This design comes from an exercise in tuning for small area, a short achievable clock period and few clock cycles on the open sky130 flow, not from production work. The RTL of this run was laid out without a check of its function. The flow treats the clock pin as an ideal source, which a real chip does not have. Power figures rest on the tool's default switching activity, not on a simulated workload.

==> flow/design.v <==
module xlr8_fdiv
  (input  logic        clk,
   input  logic        rst_n,
   input  logic        start_div,   
   input  logic        start_nop,   
   input  logic [31:0] numer,
   input  logic [31:0] denom,
   output logic        fin,
   output logic [31:0] result);
   logic        busy;        
   logic        rnd;         
   logic        norm;        
   logic [22:0] dvs;         
   logic [24:0] dvd;         
   logic [25:0] t;
   logic        q;
   logic [24:0] d_nxt;
   always_comb begin
      t = {1'b0, dvd} - {2'b01, dvs};
      q = !t[25];
      d_nxt = q ? {t[23:0], 1'b0} : {dvd[23:0], 1'b0};
   end
   logic [7:0]  exp_n, exp_d, exp_q;
   logic        n_nan, d_nan, n_inf, d_inf, n_0, d_0;
   logic [22:0] m_rnd;
   logic [8:0]  s9;
   logic [31:0] q_out;
   always_comb begin
      exp_n = numer[30:23];
      exp_d = denom[30:23];
      n_nan = (exp_n == 8'hff) && (numer[22:0] != 0);
      d_nan = (exp_d == 8'hff) && (denom[22:0] != 0);
      n_inf = (exp_n == 8'hff) && (numer[22:0] == 0);
      d_inf = (exp_d == 8'hff) && (denom[22:0] == 0);
      n_0 = (exp_n == 0);
      d_0 = (exp_d == 0);
      s9 = {exp_n, 1'b1} + {~exp_d, norm};
      exp_q = (s9[8:1] - 8'd1) ^ 8'h80;
      for (int i = 0; i < 23; i++)
        m_rnd[i] = result[i+1] ^ (result[0] && (i == 0 || &(result[23:1] | ~((23'd1 << i) - 23'd1))));
      if (n_nan || d_nan || (n_0 && d_0) || (n_inf && d_inf))
        q_out = 32'h7fffffff;
      else if (n_inf || d_0)
        q_out = {numer[31] ^ denom[31], 8'hff, 23'h0};
      else if (n_0 || d_inf)
        q_out = {numer[31] ^ denom[31], 31'h0};
      else
        q_out = {numer[31] ^ denom[31], exp_q, m_rnd};
   end
   assign fin = busy && (norm ? result[24] : result[25]);
   always_ff @(posedge clk or negedge rst_n)
     if (!rst_n) begin
        busy <= 1'b0;
        rnd <= 1'b0;
     end
     else begin
        rnd <= fin;
        busy <= (busy && !fin) || start_div;
     end
   always_ff @(posedge clk)
     if (start_div)
       norm <= q;
   always_ff @(posedge clk)
     dvs <= denom[22:0];
   always_ff @(posedge clk)
     if (start_div || busy)
       dvd <= d_nxt;
     else
       dvd <= {2'b01, numer[22:0]};
   always_ff @(posedge clk or negedge rst_n)
     if (!rst_n)
       result <= 32'h0;
     else if (start_nop)
       result <= 32'h0;
     else if (start_div)
       result <= {30'h0, 1'b1, q};
     else if (busy)
       result <= {result[30:0], q};
     else if (rnd)
       result <= q_out;
endmodule  
`timescale 1 ns / 1 ns
module xlr8_xf
  (input  logic        clk,
   input  logic        rstn,
   input  logic [5:0]  adr,
   input  logic [7:0]  dbus_in,
   output logic [7:0]  dbus_out,
   input  logic        iore,
   input  logic        iowe,
   output logic        out_en,
   output logic        start_div,   
   output logic        start_nop,   
   input  logic        fin,         
   input  logic [31:0] result);
   logic [6:0] ctrl_reg;
   logic       flag;       
   logic       unsup;      
   logic       ctrl_we;
   logic       status_re;
   logic       start;
   logic [7:0] rbyte;
   logic [7:0] creg;
   assign ctrl_we   = iowe && (adr == 6'h10);
   assign status_re = iore && (adr == 6'h11);
   assign start     = ctrl_we && dbus_in[6];
   assign start_div = start && (dbus_in[2:0] == 3'd3);
   assign start_nop = start && (dbus_in[2:0] != 3'd3);
   logic oe_k, oe_na4, oe_t1, oe_t2;
   xlr8_xf_nor3  oe_g0 (.a(adr[3]), .b(adr[2]), .c(adr[1]), .y(oe_k));
   xlr8_xf_inv   oe_g1 (.a(adr[4]), .y(oe_na4));
   xlr8_xf_nand4 oe_g2 (.a(iore), .b(adr[3]), .c(adr[2]), .d(oe_na4), .y(oe_t1));
   xlr8_xf_nand3 oe_g3 (.a(iore), .b(adr[4]), .c(oe_k), .y(oe_t2));
   xlr8_xf_a21oi oe_g4 (.a1(oe_t1), .a2(oe_t2), .b1(adr[5]), .y(out_en));
   always_comb begin
      case (adr[1:0])
        2'd0:    rbyte = result[7:0];
        2'd1:    rbyte = result[15:8];
        2'd2:    rbyte = result[23:16];
        default: rbyte = result[31:24];
      endcase
      creg = adr[0] ? {flag, unsup, 6'h00} : {1'b0, ctrl_reg};
      dbus_out = adr[4] ? creg : rbyte;
   end
   always_ff @(posedge clk or negedge rstn)
     if (!rstn)
       ctrl_reg <= 7'h00;
     else if (ctrl_we)
       ctrl_reg <= dbus_in[6:0];
   always_ff @(posedge clk or negedge rstn)
     if (!rstn) begin
        flag  <= 1'b0;
        unsup <= 1'b0;
     end
     else if (start_nop) begin
        flag  <= 1'b1;
        unsup <= 1'b1;
     end
     else if (fin) begin
        flag  <= 1'b1;
        unsup <= 1'b0;
     end
     else if (start) begin
        flag  <= 1'b0;
        unsup <= 1'b0;
     end
     else if (status_re)
       flag <= 1'b0;
endmodule
module xlr8_xf_inv   (input logic a, output logic y);
   assign y = ~a;
endmodule
module xlr8_xf_nor3  (input logic a, b, c, output logic y);
   assign y = ~(a | b | c);
endmodule
module xlr8_xf_nand3 (input logic a, b, c, output logic y);
   assign y = ~(a & b & c);
endmodule
module xlr8_xf_nand4 (input logic a, b, c, d, output logic y);
   assign y = ~(a & b & c & d);
endmodule
module xlr8_xf_a21oi (input logic a1, a2, b1, output logic y);
   assign y = ~((a1 & a2) | b1);
endmodule
`timescale 1 ns / 1 ns
module xlr8_float_div
  (input  logic        clk,
   input  logic        rstn,
   input  logic [5:0]  adr,
   input  logic [7:0]  dbus_in,
   output logic [7:0]  dbus_out,
   input  logic        iore,
   input  logic        iowe,
   output logic        out_en,
   input  logic [31:0] opa,    
   input  logic [31:0] opb     
   );
   logic        start_div;
   logic        start_nop;
   logic        fin;
   logic [31:0] result;
   xlr8_xf xf_inst
     (.clk       (clk),
      .rstn      (rstn),
      .adr       (adr),
      .dbus_in   (dbus_in),
      .dbus_out  (dbus_out),
      .iore      (iore),
      .iowe      (iowe),
      .out_en    (out_en),
      .start_div (start_div),
      .start_nop (start_nop),
      .fin       (fin),
      .result    (result));
   xlr8_fdiv fdiv_inst
     (.clk       (clk),
      .rst_n     (rstn),
      .start_div (start_div),
      .start_nop (start_nop),
      .numer     (opa),
      .denom     (opb),
      .fin       (fin),
      .result    (result));
endmodule
==> flow/flow/run.sh <==
#!/bin/bash
set -euo pipefail
bash standard.sh synth > synth.log 2>&1
bash standard.sh MATCH_CELL_FOOTPRINT=0 \
  "BUFFER_PORTS_ARGS=-buffer_cell sky130_fd_sc_hd__buf_1" \
  "CTS_ARGS=-sink_clustering_enable -repair_clock_nets -sink_clustering_size 30 -buf_list {sky130_fd_sc_hd__clkbuf_4 sky130_fd_sc_hd__clkbuf_8} -dont_use_dummy_load" \
  finish > layout.log 2>&1
test -s out/final.def
==> flow/standard.sh <==
#!/bin/bash
# synth_recipe.tcl (not shown) runs the flow's synth.tcl, then flattens the netlist and writes it again
# the make line also repeats each setting of config.mk as NAME=value (left out here)
make -C /OpenROAD-flow-scripts/flow DESIGN_CONFIG=/design/flow/config.mk WORK_HOME=/design/flow/orfs CLKGATE_MAP_FILE= SYNTH_SCRIPT=/design/flow/synth_recipe.tcl "${@:-finish}"
==> flow/config.mk <==
export PLATFORM = sky130hd
export DESIGN_NAME = xlr8_float_div
export DESIGN_NICKNAME = xlr8_float_div
export VERILOG_FILES = /design/flow/design.v
export SDC_FILE = /design/flow/constraint.sdc
export NUM_CORES = 4
export LEC_CHECK = 0
export CAP_MARGIN = 20
export CORE_MARGIN = 2
export CORE_UTILIZATION = 40
export CTS_BUF_LIST = sky130_fd_sc_hd__clkbuf_4 sky130_fd_sc_hd__clkbuf_8
export CTS_CLUSTER_SIZE = 30
export SETUP_SLACK_MARGIN = 2.2
export SLEW_MARGIN = 20
export SYNTH_HIERARCHICAL = 1
export SYNTH_MINIMUM_KEEP_SIZE = 0
==> flow/constraint.sdc <==
create_clock -name core_clock -period 5.0 [get_ports {clk}]
set_input_delay 1.0000 -clock core_clock [delete_from_list [all_inputs] [get_ports {clk}]]
set_output_delay 1.0000 -clock core_clock [all_outputs]
set_load 0.01 [all_outputs]
==> impl_results.md <==
- Hold WC Path Type: register to register
- Status: complete, no violations
- Vias in the first global route: 5437
- Yosys warnings: 8
- Pin count of the biggest net entering global routing: 44
- Req. time, crit path: 4.00 ns
- Area leader, netlist: dfrtp_1
- IO buf count: 89
- Drt via density: 5.43
- TritonCTS Sinks: 92
- Initial antenna violation count: 0
- Die width: 128 um
- Arrival @ worst endpoint: 1.90 ns
- Placement Setup Slack: 1.23 ns
- Main synth FF type: dfxtp_1
- Distinct cell type count after synthesis: 69
- Final WL: 16.6 mm
- DRC Markers: 0
- WS Path Type: primary input to output pin
- Psw: about 600 uW
- Max Fclk: 344 MHz
- 1st-iter DRT viols: 302
- Routed length per placed instance: approximately 16 um
- CTS tree: yes
- Max FFs per register: 32
- Placeable core area: 0.0151 mm^2
- Max IR drop VDD: roughly 0.14 mV
- Sequential share of power: 0.489
- Worst Skew: 0.0233 ns
- Total number of vias: approximately 5500
- Async SR Flop Fraction: 0.467
- Top reg by flops: fdiv_inst.result
- Final count of pins violating max slew: 0
- Clock share of power: 0.222
- Cts bufs inserted: 9
- Clock root cell: clkbuf_8
- Clock Latency Late Sink: 0.39 ns
- Comb power frac: 0.289
- All-Layer GR Usage: 0.204
- Global-route wire length before repair: between 20 and 30 mm
- Final Cycle Share: 0.581
- Placed Area: 0.00679 mm^2
- Setup tns final: 0 ns
- Fraction of layout cells with a size suffix above 1: 0.161
- Final antenna-violating net count: 0
- Final worst slack: 2.10 ns
- Unrepaired setup endpoints after global routing: yes
- Post-synth top area share: 0.174
- Commonest cells post-synth: 77 x o21ai_0, 70 x nand2_1, 53 x nor2_1, 49 x inv_1
- Worst Tran Pin Value: 0.774 ns
- P&R area growth vs syn: 19.6%
- Global placement routability congestion: 0.846
- Final Cell Area: 0.00741 mm^2
- Top post-synthesis cells by area: dfrtp_1 17%, dfxtp_1 16%, ha_1 6.5%
- Drt pass-1 iters: 4
- Initial core utilization: 0.409
- Cell Rows: 45
- Worst rel slew slack: 0.481
- Critical Path End Type: output pin
- Max Cap Viol: 0
- Final setup violation count: 0
- Post-synth EDFFs: 1
- Hold Vio Cnt, Final: 0
- Syn nets: 850
- Diode count: 0
- Post-synthesis sequential area ratio: 0.334
- Longest Clk Path Bufs: 2
- Biggest regs: fdiv_inst.result (32), fdiv_inst.dvd (25), fdiv_inst.dvs (23)
- Pwr dens: ~250 mW/mm^2
- Switching share of power: 0.327
- Final hold slack: 0.486 ns
- Crit-path max FO: 6
- Htree depth: 3
- Avg Cell Area, Syn: between 8 and 9 um^2
- Die height: around 130 um
- Startpoint Class: primary input
- IO Pins: 91
- Synth Cell Area: 0.00619 mm^2
- Overflow after GRT: 0
- Nets@finish: ~950
- Min Tclk post-route: 2.90 ns
- Most frequent cell after synthesis: o21ai_0
- Internal cell power: roughly 1200 uW
- DP Wirelength: about 12 mm
- Synth Instances: 734
- Die area: 0.0165 mm^2
- Flops & latches, synth: 92
- Reg clk slew, reported paths: 0.07 ns
- Leak: 0.00304 uW
==> modules after synthesis, one instance, submodules excluded, excerpt <==
| module | cell area (um^2) | copies in the design | flops+latches |
|---|---|---|---|
| xlr8_xf_inv | 3.75 | 1 | 0 |
| xlr8_xf_nor3 | 10.0 | 1 | 0 |
| xlr8_xf_nand3 | 5.00 | 1 | 0 |
| xlr8_xf_nand4 | 6.26 | 1 | 0 |
| xlr8_fdiv | 5450 | 1 | 83 |
| xlr8_xf | 712 | 1 | 9 |
| xlr8_xf_a21oi | 8.76 | 1 | 0 |
==> power groups by stage <==
stage / Combinational (uW) / Sequential [uW] / Clock (uW)
after global routing: 585 / 896 / 454
final: 525 / 890 / 404
after CTS: 492 / 885 / 425
after global placement: 460 / 901 / 0
after detailed placement: 464 / 900 / 0
after floorplan: 354 / 863 / 0
==> worst max-delay path, stage by stage <==
cell,delay (ns)
buf_12,0.09
mux4_2,0.51
nand2_1,0.10
o21ai_1,0.06
buf_2,0.14
==> routing by layer <==
metal  routed length, um  part of all wire  global-route usage
met1                7830              0.47               0.258
met2                7980              0.48               0.345
met3                 493             0.030              0.0486
met4                 301             0.018              0.0633
met5                   0                 0                   0
==> area by class of cell <==
type | count | area (um^2)
inverters | 50 | 191
multi-input cells | 564 | 4140
clock buffers | 9 | 124
well taps | 188 | 235
repair buffers | 114 | 641
fillers | 1487 | 7740
repair inverters | 1 | 7.51
flip-flops and latches | 92 | 2070
==> metrics by stage <==
stage | power, uW | instances | util
finish | 1820 | 1018 | 0.489
global route | 1930 | 1018 | 0.489
CTS | 1800 | 1012 | 0.472
detailed placement | 1360 | 989 | 0.448
global placement | 1360 | 989 | 0.448
floorplan | 1220 | 734 | -
==> kinds of logic after synthesis <==
group,after synthesis,share of synthesized area
buf+inv,78,0.0505
fa+ha+maj,34,0.0711
compound gates,230,0.233
mux,37,0.0669
flops,92,0.334
xor+xnor,46,0.0651
simple gates,217,0.180
==> cell usage in the layout (no fill, tap or decap), types with 7 or more instances in the layout <==
cell,instances
a21o_1,9
dfxtp_1,47
nand2_1,65
nand3_1,11
clkbuf_2,10
mux2_2,15
mux2i_1,20
o21ai_1,7
clkbuf_8,9
nor2_1,52
dfrtp_1,43
a21oi_1,39
nand4_1,13
inv_1,48
buf_4,17
o21a_1,28
ha_1,25
a21oi_2,10
xnor2_1,26
buf_1,75
xor2_1,19
nor4_1,8
o21ai_0,72
==> final timing paths <==
kind / end / depth (start not counted) / start / slack [ns]
setup / recovery: dbus_out[6] / 5 / adr[0] / 2.10
hold / removal: fdiv_inst.dvd[21] / 2 / fdiv_inst.dvd[20] / 0.49
setup reg to reg: fdiv_inst.dvd[20] / 12 / fdiv_inst.dvs[12] / 2.29
hold reg to reg: fdiv_inst.dvd[21] / 2 / fdiv_inst.dvd[20] / 0.49
max in group asynchronous: fdiv_inst.result[29] / 2 / rstn / 3.89
min in group asynchronous: xf_inst.flag / 2 / rstn / 0.69
==> what timing repair did <==
action	CTS	global route
pin swaps	10	17
setup endpoints to repair	64	54
resized for setup	38	46
endpoints found under the hold margin	0	0
gates cloned	3	0
buffers inserted	11	6
hold buffers	0	0

[static timing again, ports no longer ideal]
No port has a modelled driver above. Below, the same layout with a new extraction and two added sets of constraints. Step 1 (the two cells are an assumption about what drives the block):
set clk [get_ports {clk}]
set_driving_cell -lib_cell sky130_fd_sc_hd__clkbuf_16 $clk
set_driving_cell -lib_cell sky130_fd_sc_hd__buf_2 [delete_from_list [all_inputs] $clk]
Step 2 times the ports against the registers' clock, not the clock port: input delays grow and output delays shrink by t, the midpoint of the rising clock arrivals with the driver on. Three values: ideal, step 1, step 2; two values: the first two.
shift t [ns]: 0.412
setup WS [ns]: 2.096 / 1.981 / 1.831
latest minus earliest clock arrival (ns): 0.024 / 0.024
worst register clock-pin slew, ns: 0.09 / 0.09
worst slew at a driven data input, ns: 0.11
After both steps this run still meets setup and hold. For this run, drivers alone change the setup slack by -0.115 ns; drivers and shift together by -0.265 ns.
